Background: an optimization exercise with open tools, aiming at small area, a short achievable clock period and few clock cycles per item. Do not read the settings as production practice.
At most, simulation tests tie the RTL to the original design; equivalence was not proved.

old:
==> module square_root_float, before the edit <==
module square_root_float (
    input clk, rst,
    input start,
    input [31:0] u,
    output [31:0] out,
    output done, neg_flag
);
    reg        busy;
    reg  [4:0] cnt;          
    reg        hor;          
    reg        cpy;          
    reg  [3:0] s0, s1;       
    reg        xinv, xcin;   
    reg        fill;         
    reg [24:0] X;
    reg [24:0] Y;
    reg  [7:0] e_out;
    reg        sgn, spec;
    wire [7:0]  E = u[30:23];
    wire [22:0] M = u[22:0];
    wire        m_zero = (M == 23'd0);
    wire        zero = (E == 8'd0) & m_zero;
    wire        one  = E[0] & m_zero;
    wire [8:0]  e_sum = 9'd127 + {1'b0, E};
    always @(posedge clk) begin
        sgn   <= u[31];
        spec  <= zero | one;
        e_out <= zero ? 8'd0 : e_sum[8:1];
    end
    wire [4:0]  top_e = {2'b01, M[22:20]};
    wire [24:0] x_ev  = {top_e + 5'd3, M[19:0]};
    wire [24:0] y_ev  = {top_e - 5'd3, M[19:0]};
    wire        e_od  = M[0] & ~(M[2] & M[1]);
    wire [1:0]  lo_od = M[2:1] + {1'b0, e_od};    
    wire [24:0] x_od  = {5'd7 + {3'd0, M[22:21]}, M[20:3], lo_od};
    wire [24:0] y_od  = {5'd1 + {3'd0, M[22:21]}, M[20:3], lo_od};
    wire [24:0] x_st  = E[0] ? x_od : x_ev;
    wire [24:0] y_st  = E[0] ? y_od : y_ev;
    wire        [24:0] y_h  = {fill, Y[24:1]};
    wire        [24:0] x_h  = {1'b0, X[24:1]};
    wire        [27:0] y_e0 = {{3{fill}}, y_h};
    wire        [24:0] y_l1 = ({25{s0[0]}} & y_e0[24:0]) | ({25{s0[1]}} & y_e0[25:1]) |
                              ({25{s0[2]}} & y_e0[26:2]) | ({25{s0[3]}} & y_e0[27:3]);
    wire        [36:0] y_e1 = {{12{fill}}, y_l1};
    wire        [24:0] y_sh = ({25{s1[0]}} & y_e1[24:0]) | ({25{s1[1]}} & y_e1[28:4]) |
                              ({25{s1[2]}} & y_e1[32:8]) | ({25{s1[3]}} & y_e1[36:12]);
    wire        [27:0] x_e0 = {3'b000, x_h};
    wire        [24:0] x_l1 = ({25{s0[0]}} & x_e0[24:0]) | ({25{s0[1]}} & x_e0[25:1]) |
                              ({25{s0[2]}} & x_e0[26:2]) | ({25{s0[3]}} & x_e0[27:3]);
    wire        [36:0] x_e1 = {12'd0, x_l1};
    wire        [24:0] x_sh = ({25{s1[0]}} & x_e1[24:0]) | ({25{s1[1]}} & x_e1[28:4]) |
                              ({25{s1[2]}} & x_e1[32:8]) | ({25{s1[3]}} & x_e1[36:12]);
    wire [24:0] xadd, yadd;
    adder #(.W(25)) X_Adder (.a(X), .b(y_sh ^ {25{xinv}}), .cin(xcin), .s(xadd));
    adder #(.W(25)) Y_Adder (.a(Y), .b(x_sh ^ {25{xinv}}), .cin(xinv), .s(yadd));
    always @(posedge clk) begin
        if (!busy) begin
            X   <= x_st;
            Y   <= y_st;
        end else begin
            X   <= hor ? X : xadd;
            Y   <= cpy ? xadd : yadd;
        end
    end
    wire fin = (cnt == 5'd27) | ((cnt == 5'd2) & (sgn | spec));
    assign done     = busy & fin;
    assign neg_flag = sgn;
    assign out      = {sgn, e_out, Y[22:0] & {23{~spec}}};
    wire [4:0] cnt_i = cnt + 5'd1;
    wire [4:0] cnt_n = busy ? cnt_i : 5'd2;
    wire       hor_n = busy & (cnt_i >= 5'd19);
    wire       cpy_n = busy & (cnt_i >= 5'd18);
    wire [3:0] sh_n  = busy ? sh_i : 4'd1;
    wire       hinv_n = hinv_i;
    reg [3:0] sh_i;
    reg       hinv_i;
    always @(*) begin
        hinv_i = 1'b0;
        case (cnt_i)
            5'd2:  sh_i = 4'd1;    
            5'd3:  sh_i = 4'd2;
            5'd4:  sh_i = 4'd3;
            5'd5:  sh_i = 4'd3;    
            5'd6:  sh_i = 4'd4;
            5'd7:  sh_i = 4'd5;
            5'd8:  sh_i = 4'd6;
            5'd9:  sh_i = 4'd7;
            5'd10: sh_i = 4'd8;
            5'd11: sh_i = 4'd9;
            5'd12: sh_i = 4'd10;
            5'd13: sh_i = 4'd11;
            5'd14: sh_i = 4'd12;
            5'd15: sh_i = 4'd12;   
            5'd16: sh_i = 4'd13;
            5'd17: sh_i = 4'd14;
            5'd18: sh_i = 4'd15;   
            5'd19: sh_i = 4'd3;    
            5'd20: begin sh_i = 4'd1; hinv_i = 1'b1; end   
            5'd21: begin sh_i = 4'd3; hinv_i = 1'b1; end   
            5'd22: sh_i = 4'd2;    
            5'd23: sh_i = 4'd1;    
            5'd24: begin sh_i = 4'd1; hinv_i = 1'b1; end   
            5'd25: begin sh_i = 4'd1; hinv_i = 1'b1; end   
            default: sh_i = 4'd1;  
        endcase
    end
    wire yneg_n = busy & yadd[24];
    always @(posedge clk) begin
        hor   <= hor_n;
        cpy   <= cpy_n;
        s0    <= 4'b0001 << sh_n[1:0];
        s1    <= 4'b0001 << sh_n[3:2];
        xinv  <= hor_n ? hinv_n : ~yneg_n;
        xcin  <= ~hor_n & ~yneg_n;
        fill  <= ~hor_n & yneg_n;
    end
    always @(posedge clk, posedge rst) begin
        if (rst) begin
            busy <= 1'b0;
            cnt  <= 5'd0;
        end else begin
            cnt <= cnt_n;
            if (!busy)
                busy <= start;
            else if (fin)
                busy <= 1'b0;
        end
    end
endmodule
==> flow/config.mk <==
export PLATFORM = sky130hd
export DESIGN_NAME = square_root_float
export DESIGN_NICKNAME = square_root_float
export VERILOG_FILES = /design/flow/design.v
export SDC_FILE = /design/flow/constraint.sdc
export NUM_CORES = 4
export LEC_CHECK = 0
export CAP_MARGIN = 50
export CORE_MARGIN = 2
export CORE_UTILIZATION = 40
export CTS_BUF_LIST = sky130_fd_sc_hd__clkbuf_8
export SLEW_MARGIN = 50
==> flow/constraint.sdc <==
create_clock -name core_clock -period 11.0 [get_ports {clk}]
set_input_delay 2.2000 -clock core_clock [delete_from_list [all_inputs] [get_ports {clk}]]
set_output_delay 2.2000 -clock core_clock [all_outputs]
set_load 0.01 [all_outputs]
standard.sh (not shown) runs the stock make flow with config.mk's settings and CLKGATE_MAP_FILE= SYNTH_SCRIPT=/design/flow/synth_recipe.tcl, a recipe that flattens the netlist after the stock synthesis.
==> flow/flow/run.sh <==
#!/bin/bash
# Standard ORFS layout (the standard.sh, unchanged synthesis), with the
# timing repair after floorplan, CTS and global routing asked to leave a
# setup slack margin, so that it sizes and buffers the critical paths.
set -euo pipefail
bash standard.sh SETUP_SLACK_MARGIN=6.7 finish > standard.log 2>&1
Input-level comparison between new and old:
diff --git a/flow/design.v b/flow/design.v
--- a/flow/design.v
+++ b/flow/design.v
@@ -54,19 +54,13 @@
     always @(posedge clk) begin
         sgn   <= u[31];
         spec  <= zero | one;
         e_out <= zero ? 8'd0 : e_sum[8:1];
     end
-    wire [4:0]  top_e = {2'b01, M[22:20]};
-    wire [24:0] x_ev  = {top_e + 5'd3, M[19:0]};
-    wire [24:0] y_ev  = {top_e - 5'd3, M[19:0]};
-    wire        e_od  = M[0] & ~(M[2] & M[1]);
-    wire [1:0]  lo_od = M[2:1] + {1'b0, e_od};    
-    wire [24:0] x_od  = {5'd7 + {3'd0, M[22:21]}, M[20:3], lo_od};
-    wire [24:0] y_od  = {5'd1 + {3'd0, M[22:21]}, M[20:3], lo_od};
-    wire [24:0] x_st  = E[0] ? x_od : x_ev;
-    wire [24:0] y_st  = E[0] ? y_od : y_ev;
+    wire [4:0]  top_o = {2'b01, M[22:20]};
+    wire [24:0] x_st = E[0] ? {top_o + 5'd2, M[19:0]} : {top_o + 5'd3, M[19:0]};
+    wire [24:0] y_st = E[0] ? {top_o - 5'd2, M[19:0]} : {top_o - 5'd3, M[19:0]};
     wire        [24:0] y_h  = {fill, Y[24:1]};
     wire        [24:0] x_h  = {1'b0, X[24:1]};
     wire        [27:0] y_e0 = {{3{fill}}, y_h};
     wire        [24:0] y_l1 = ({25{s0[0]}} & y_e0[24:0]) | ({25{s0[1]}} & y_e0[25:1]) |
                               ({25{s0[2]}} & y_e0[26:2]) | ({25{s0[3]}} & y_e0[27:3]);
@@ -89,26 +83,27 @@
         end else begin
             X   <= hor ? X : xadd;
             Y   <= cpy ? xadd : yadd;
         end
     end
-    wire fin = (cnt == 5'd27) | ((cnt == 5'd2) & (sgn | spec));
+    wire fin = (cnt == 5'd27) | ((cnt == 5'd1) & (sgn | spec));
     assign done     = busy & fin;
     assign neg_flag = sgn;
     assign out      = {sgn, e_out, Y[22:0] & {23{~spec}}};
     wire [4:0] cnt_i = cnt + 5'd1;
-    wire [4:0] cnt_n = busy ? cnt_i : 5'd2;
+    wire [4:0] cnt_n = busy ? cnt_i : {3'd0, ~E[0], E[0]};
     wire       hor_n = busy & (cnt_i >= 5'd19);
     wire       cpy_n = busy & (cnt_i >= 5'd18);
-    wire [3:0] sh_n  = busy ? sh_i : 4'd1;
+    wire [3:0] sh_n  = busy ? sh_i : {3'd0, ~E[0]};
     wire       hinv_n = hinv_i;
     reg [3:0] sh_i;
     reg       hinv_i;
     always @(*) begin
         hinv_i = 1'b0;
         case (cnt_i)
-            5'd2:  sh_i = 4'd1;    
+            5'd1:  sh_i = 4'd0;    
+            5'd2:  sh_i = 4'd1;
             5'd3:  sh_i = 4'd2;
             5'd4:  sh_i = 4'd3;
             5'd5:  sh_i = 4'd3;    
             5'd6:  sh_i = 4'd4;
             5'd7:  sh_i = 4'd5;
Notes after the runs:
Compared with old, new shows a clock period minus final worst setup slack that is 37 ps lower. The lower met3 wire length of new and old is in new. Area inside the core boundary down 770 sq um in new wrt old. Diff old -> new | worst setup margin | increase of 37 ps. new vs old, launching element of the worst setup path: s0[2] vs s0[1]. Summary of the comparison: total routing usage reported by global routing is lower in new, relative to old.
Testbench counts of new, summed over its fixed seeds: cycles 43,995, items 1,600.
No functional check of the RTL was part of old.

* * *

## the reference run
The RTL this note starts from:
==> flow/design.v <==
module adder #(
    parameter W = 25
) (
    input  [W - 1 : 0] a, b,
    input              cin,
    output [W - 1 : 0] s
);
    localparam L = $clog2(W);
    wire [W - 1 : 0] p0 = a ^ b;
    wire [W - 1 : 0] g  [0 : L];
    wire [W - 1 : 0] p  [0 : L];
    assign g[0] = {a[W - 1 : 1] & b[W - 1 : 1], (a[0] & b[0]) | (p0[0] & cin)};
    assign p[0] = p0;
    genvar l, i;
    generate
        for (l = 0; l < L; l = l + 1) begin : lvl
            for (i = 0; i < W; i = i + 1) begin : col
                if ((i >> l) % 2 == 1) begin : cmb
                    assign g[l + 1][i] = g[l][i] | (p[l][i] & g[l][((i >> l) << l) - 1]);
                    assign p[l + 1][i] = p[l][i] & p[l][((i >> l) << l) - 1];
                end else begin : thru
                    assign g[l + 1][i] = g[l][i];
                    assign p[l + 1][i] = p[l][i];
                end
            end
        end
    endgenerate
    assign s = p0 ^ {g[L][W - 2 : 0], cin};
endmodule
module square_root_float (
    input clk, rst,
    input start,
    input [31:0] u,
    output [31:0] out,
    output done, neg_flag
);
    reg        busy;
    reg  [4:0] cnt;          
    reg        hor;          
    reg        cpy;          
    reg  [3:0] sh;           
    reg        xinv, xcin;   
    reg        fill;         
    reg [24:0] X;
    reg        X25;
    reg [24:0] Y;
    reg  [7:0] e_out;
    reg        sgn, spec;
    wire [7:0]  E = u[30:23];
    wire [22:0] M = u[22:0];
    wire        m_zero = (M == 23'd0);
    wire        zero = (E == 8'd0) & m_zero;
    wire        one  = E[0] & m_zero;
    wire [8:0]  e_sum = 9'd127 + {1'b0, E};
    always @(posedge clk) begin
        sgn   <= u[31];
        spec  <= zero | one;
        e_out <= zero ? 8'd0 : e_sum[8:1];
    end
    wire [25:0] v  = E[0] ? {3'b001, M} : {2'b01, M, 1'b0};
    wire [25:0] x0 = v + 26'h020_0000;
    wire [25:0] y0 = v - 26'h020_0000;
    wire signed [24:0] y_h  = {fill, Y[24:1]};
    wire        [24:0] x_h  = {X25, X[24:1]};
    wire        [24:0] y_sh = y_h >>> sh;
    wire        [24:0] x_sh = x_h >> sh;
    wire [24:0] xadd, yadd;
    adder #(.W(25)) X_Adder (.a(X), .b(y_sh ^ {25{xinv}}), .cin(xcin), .s(xadd));
    adder #(.W(25)) Y_Adder (.a(Y), .b(x_sh ^ {25{xinv}}), .cin(xinv), .s(yadd));
    always @(posedge clk) begin
        if (!busy) begin
            X   <= x0[24:0];
            X25 <= x0[25];
            Y   <= y0[24:0];
        end else begin
            X   <= hor ? X : xadd;
            X25 <= 1'b0;
            Y   <= cpy ? xadd : yadd;
        end
    end
    wire fin = (cnt == 5'd27) | ((cnt == 5'd1) & (sgn | spec));
    assign done     = busy & fin;
    assign neg_flag = sgn;
    assign out      = {sgn, e_out, Y[22:0] & {23{~spec}}};
    wire [4:0] cnt_n = busy ? cnt + 5'd1 : 5'd1;
    wire       hor_n = (cnt_n >= 5'd19);
    wire       cpy_n = (cnt_n >= 5'd18);
    reg [3:0] sh_n;
    reg       hinv_n;
    always @(*) begin
        hinv_n = 1'b0;
        case (cnt_n)
            5'd1:  sh_n = 4'd0;    
            5'd2:  sh_n = 4'd1;
            5'd3:  sh_n = 4'd2;
            5'd4:  sh_n = 4'd3;
            5'd5:  sh_n = 4'd3;    
            5'd6:  sh_n = 4'd4;
            5'd7:  sh_n = 4'd5;
            5'd8:  sh_n = 4'd6;
            5'd9:  sh_n = 4'd7;
            5'd10: sh_n = 4'd8;
            5'd11: sh_n = 4'd9;
            5'd12: sh_n = 4'd10;
            5'd13: sh_n = 4'd11;
            5'd14: sh_n = 4'd12;
            5'd15: sh_n = 4'd12;   
            5'd16: sh_n = 4'd13;
            5'd17: sh_n = 4'd14;
            5'd18: sh_n = 4'd15;   
            5'd19: sh_n = 4'd3;    
            5'd20: begin sh_n = 4'd1; hinv_n = 1'b1; end   
            5'd21: begin sh_n = 4'd3; hinv_n = 1'b1; end   
            5'd22: sh_n = 4'd2;    
            5'd23: sh_n = 4'd1;    
            5'd24: begin sh_n = 4'd1; hinv_n = 1'b1; end   
            5'd25: begin sh_n = 4'd1; hinv_n = 1'b1; end   
            default: sh_n = 4'd1;  
        endcase
    end
    wire yneg_n = busy & yadd[24];
    always @(posedge clk) begin
        hor   <= hor_n;
        cpy   <= cpy_n;
        sh    <= sh_n;
        xinv  <= hor_n ? hinv_n : ~yneg_n;
        xcin  <= ~hor_n & ~yneg_n;
        fill  <= ~hor_n & yneg_n;
    end
    always @(posedge clk, posedge rst) begin
        if (rst) begin
            busy <= 1'b0;
            cnt  <= 5'd0;
        end else begin
            cnt <= cnt_n;
            if (!busy)
                busy <= start;
            else if (fin)
                busy <= 1'b0;
        end
    end
endmodule
clock: 11.0 ns
lec_check: 0
cap_margin: 50
core_margin: 2
core_utilization: 40
slew_margin: 70
==> flow/flow/run.sh <==
#!/bin/bash
# Standard ORFS layout (the standard.sh, unchanged synthesis), with the
# timing repair after floorplan, CTS and global routing asked to leave a
# setup slack margin, so that it sizes and buffers the critical paths.
set -euo pipefail
bash standard.sh SETUP_SLACK_MARGIN=6.3 finish > standard.log 2>&1
[inputs] the trial run vs the reference run
--- a/flow/design.v
+++ b/flow/design.v
@@ -1,48 +1,21 @@
-module adder #(
-    parameter W = 25
-) (
-    input  [W - 1 : 0] a, b,
-    input              cin,
-    output [W - 1 : 0] s
-);
-    localparam L = $clog2(W);
-    wire [W - 1 : 0] p0 = a ^ b;
-    wire [W - 1 : 0] g  [0 : L];
-    wire [W - 1 : 0] p  [0 : L];
-    assign g[0] = {a[W - 1 : 1] & b[W - 1 : 1], (a[0] & b[0]) | (p0[0] & cin)};
-    assign p[0] = p0;
-    genvar l, i;
-    generate
-        for (l = 0; l < L; l = l + 1) begin : lvl
-            for (i = 0; i < W; i = i + 1) begin : col
-                if ((i >> l) % 2 == 1) begin : cmb
-                    assign g[l + 1][i] = g[l][i] | (p[l][i] & g[l][((i >> l) << l) - 1]);
-                    assign p[l + 1][i] = p[l][i] & p[l][((i >> l) << l) - 1];
-                end else begin : thru
-                    assign g[l + 1][i] = g[l][i];
-                    assign p[l + 1][i] = p[l][i];
-                end
-            end
-        end
-    endgenerate
-    assign s = p0 ^ {g[L][W - 2 : 0], cin};
-endmodule
 module square_root_float (
     input clk, rst,
     input start,
     input [31:0] u,
     output [31:0] out,
     output done, neg_flag
 );
     reg        busy;
     reg  [4:0] cnt;          
     reg        hor;          
     reg        cpy;          
-    reg  [3:0] sh;           
+    reg  [3:0] shx;          
+    reg  [3:0] shy_b;        
     reg        xinv, xcin;   
+    reg        yinv;         
     reg        fill;         
     reg [24:0] X;
     reg        X25;
     reg [24:0] Y;
     reg  [7:0] e_out;
     reg        sgn, spec;
@@ -59,17 +32,18 @@
     end
     wire [25:0] v  = E[0] ? {3'b001, M} : {2'b01, M, 1'b0};
     wire [25:0] x0 = v + 26'h020_0000;
     wire [25:0] y0 = v - 26'h020_0000;
     wire signed [24:0] y_h  = {fill, Y[24:1]};
     wire        [24:0] x_h  = {X25, X[24:1]};
-    wire        [24:0] y_sh = y_h >>> sh;
-    wire        [24:0] x_sh = x_h >> sh;
-    wire [24:0] xadd, yadd;
-    adder #(.W(25)) X_Adder (.a(X), .b(y_sh ^ {25{xinv}}), .cin(xcin), .s(xadd));
-    adder #(.W(25)) Y_Adder (.a(Y), .b(x_sh ^ {25{xinv}}), .cin(xinv), .s(yadd));
+    wire        [24:0] y_sh = y_h >>> shx;
+    wire        [24:0] x_sh = x_h >> (~shy_b);
+    wire [25:0] xs = {X, 1'b1} + {y_sh ^ {25{xinv}}, xcin};
+    wire [25:0] ys = {Y, 1'b1} + {x_sh ^ {25{yinv}}, yinv};
+    wire [24:0] xadd = xs[25:1];
+    wire [24:0] yadd = ys[25:1];
     always @(posedge clk) begin
         if (!busy) begin
             X   <= x0[24:0];
             X25 <= x0[25];
             Y   <= y0[24:0];
         end else begin
@@ -119,15 +93,17 @@
         endcase
     end
     wire yneg_n = busy & yadd[24];
     always @(posedge clk) begin
         hor   <= hor_n;
         cpy   <= cpy_n;
-        sh    <= sh_n;
+        shx   <= sh_n;
+        shy_b <= ~sh_n;
         xinv  <= hor_n ? hinv_n : ~yneg_n;
         xcin  <= ~hor_n & ~yneg_n;
+        yinv  <= ~yneg_n;
         fill  <= ~hor_n & yneg_n;
     end
     always @(posedge clk, posedge rst) begin
         if (rst) begin
             busy <= 1'b0;
             cnt  <= 5'd0;
Notes after the runs:
- Delta (the trial run minus the reference run): detail-routed via count per cell up 4.5%.
- Placed wire-length estimate on the trial run is behind the reference run.
- Changes observed in the trial run relative to the reference run: routed metal-1 wirelength shows an increase of 15%, placement row count moved up, multi-input gate count went up.
- Against the reference run, the trial run reports a net count after synthesis that is higher.
- Met3 track demand over resource in global routing, the reference run and the trial run: lower on the trial run
- The trial run vs. the reference run: count of fill cells added during filler insertion saw an increase, least setup slack across all paths after layout dropped 60 ps, amount of wire on met2 after detailed routing went up by 25%.
- In the final design statistics, the trial run uses more standard cells in total than the reference run.
- The trial run reports its critical path class as flop to primary output while the reference run reports flop to flop.
Testbench counts of the trial run, summed over its fixed seeds: cycles 44,800, items 1,600.
The RTL of the reference run was laid out without a check of its function.

[re-timing with driven ports]
Ports are ideal in the flow. The routed layouts listed here were re-timed in OpenROAD. Step 1, drivers: a clkbuf_16 drives clk and a buf_2 each remaining input, both assumed. Step 2 moves the port delays by t, midway between the first and last clock arrival at a register: inputs arrive t later, outputs are due t later. That takes back most of the time a late clock gives input paths. Three values: no drivers, after step 1, after step 2; two values: the first two.
| run | t, ns | setup WS [ns] | worst setup path at the end | pins driven straight from the clock port |
|---|---|---|---|---|
| old | 0.397 | 6.859 / 6.859 / 6.683 | input to register | 1 |
| new | 0.414 | 6.896 / 6.886 / 6.523 | input to register | 1 |
| the reference run | 0.389 | 6.571 / 6.571 / 6.571 | register to register | 1 |
| the trial run | 0.385 | 6.511 / 6.469 / 6.517 | register to register | 1 |
After both steps setup and hold are still met in every run listed. For new, which loses most, drivers alone change the setup slack by -0.010 ns; drivers and shift together by -0.373 ns.
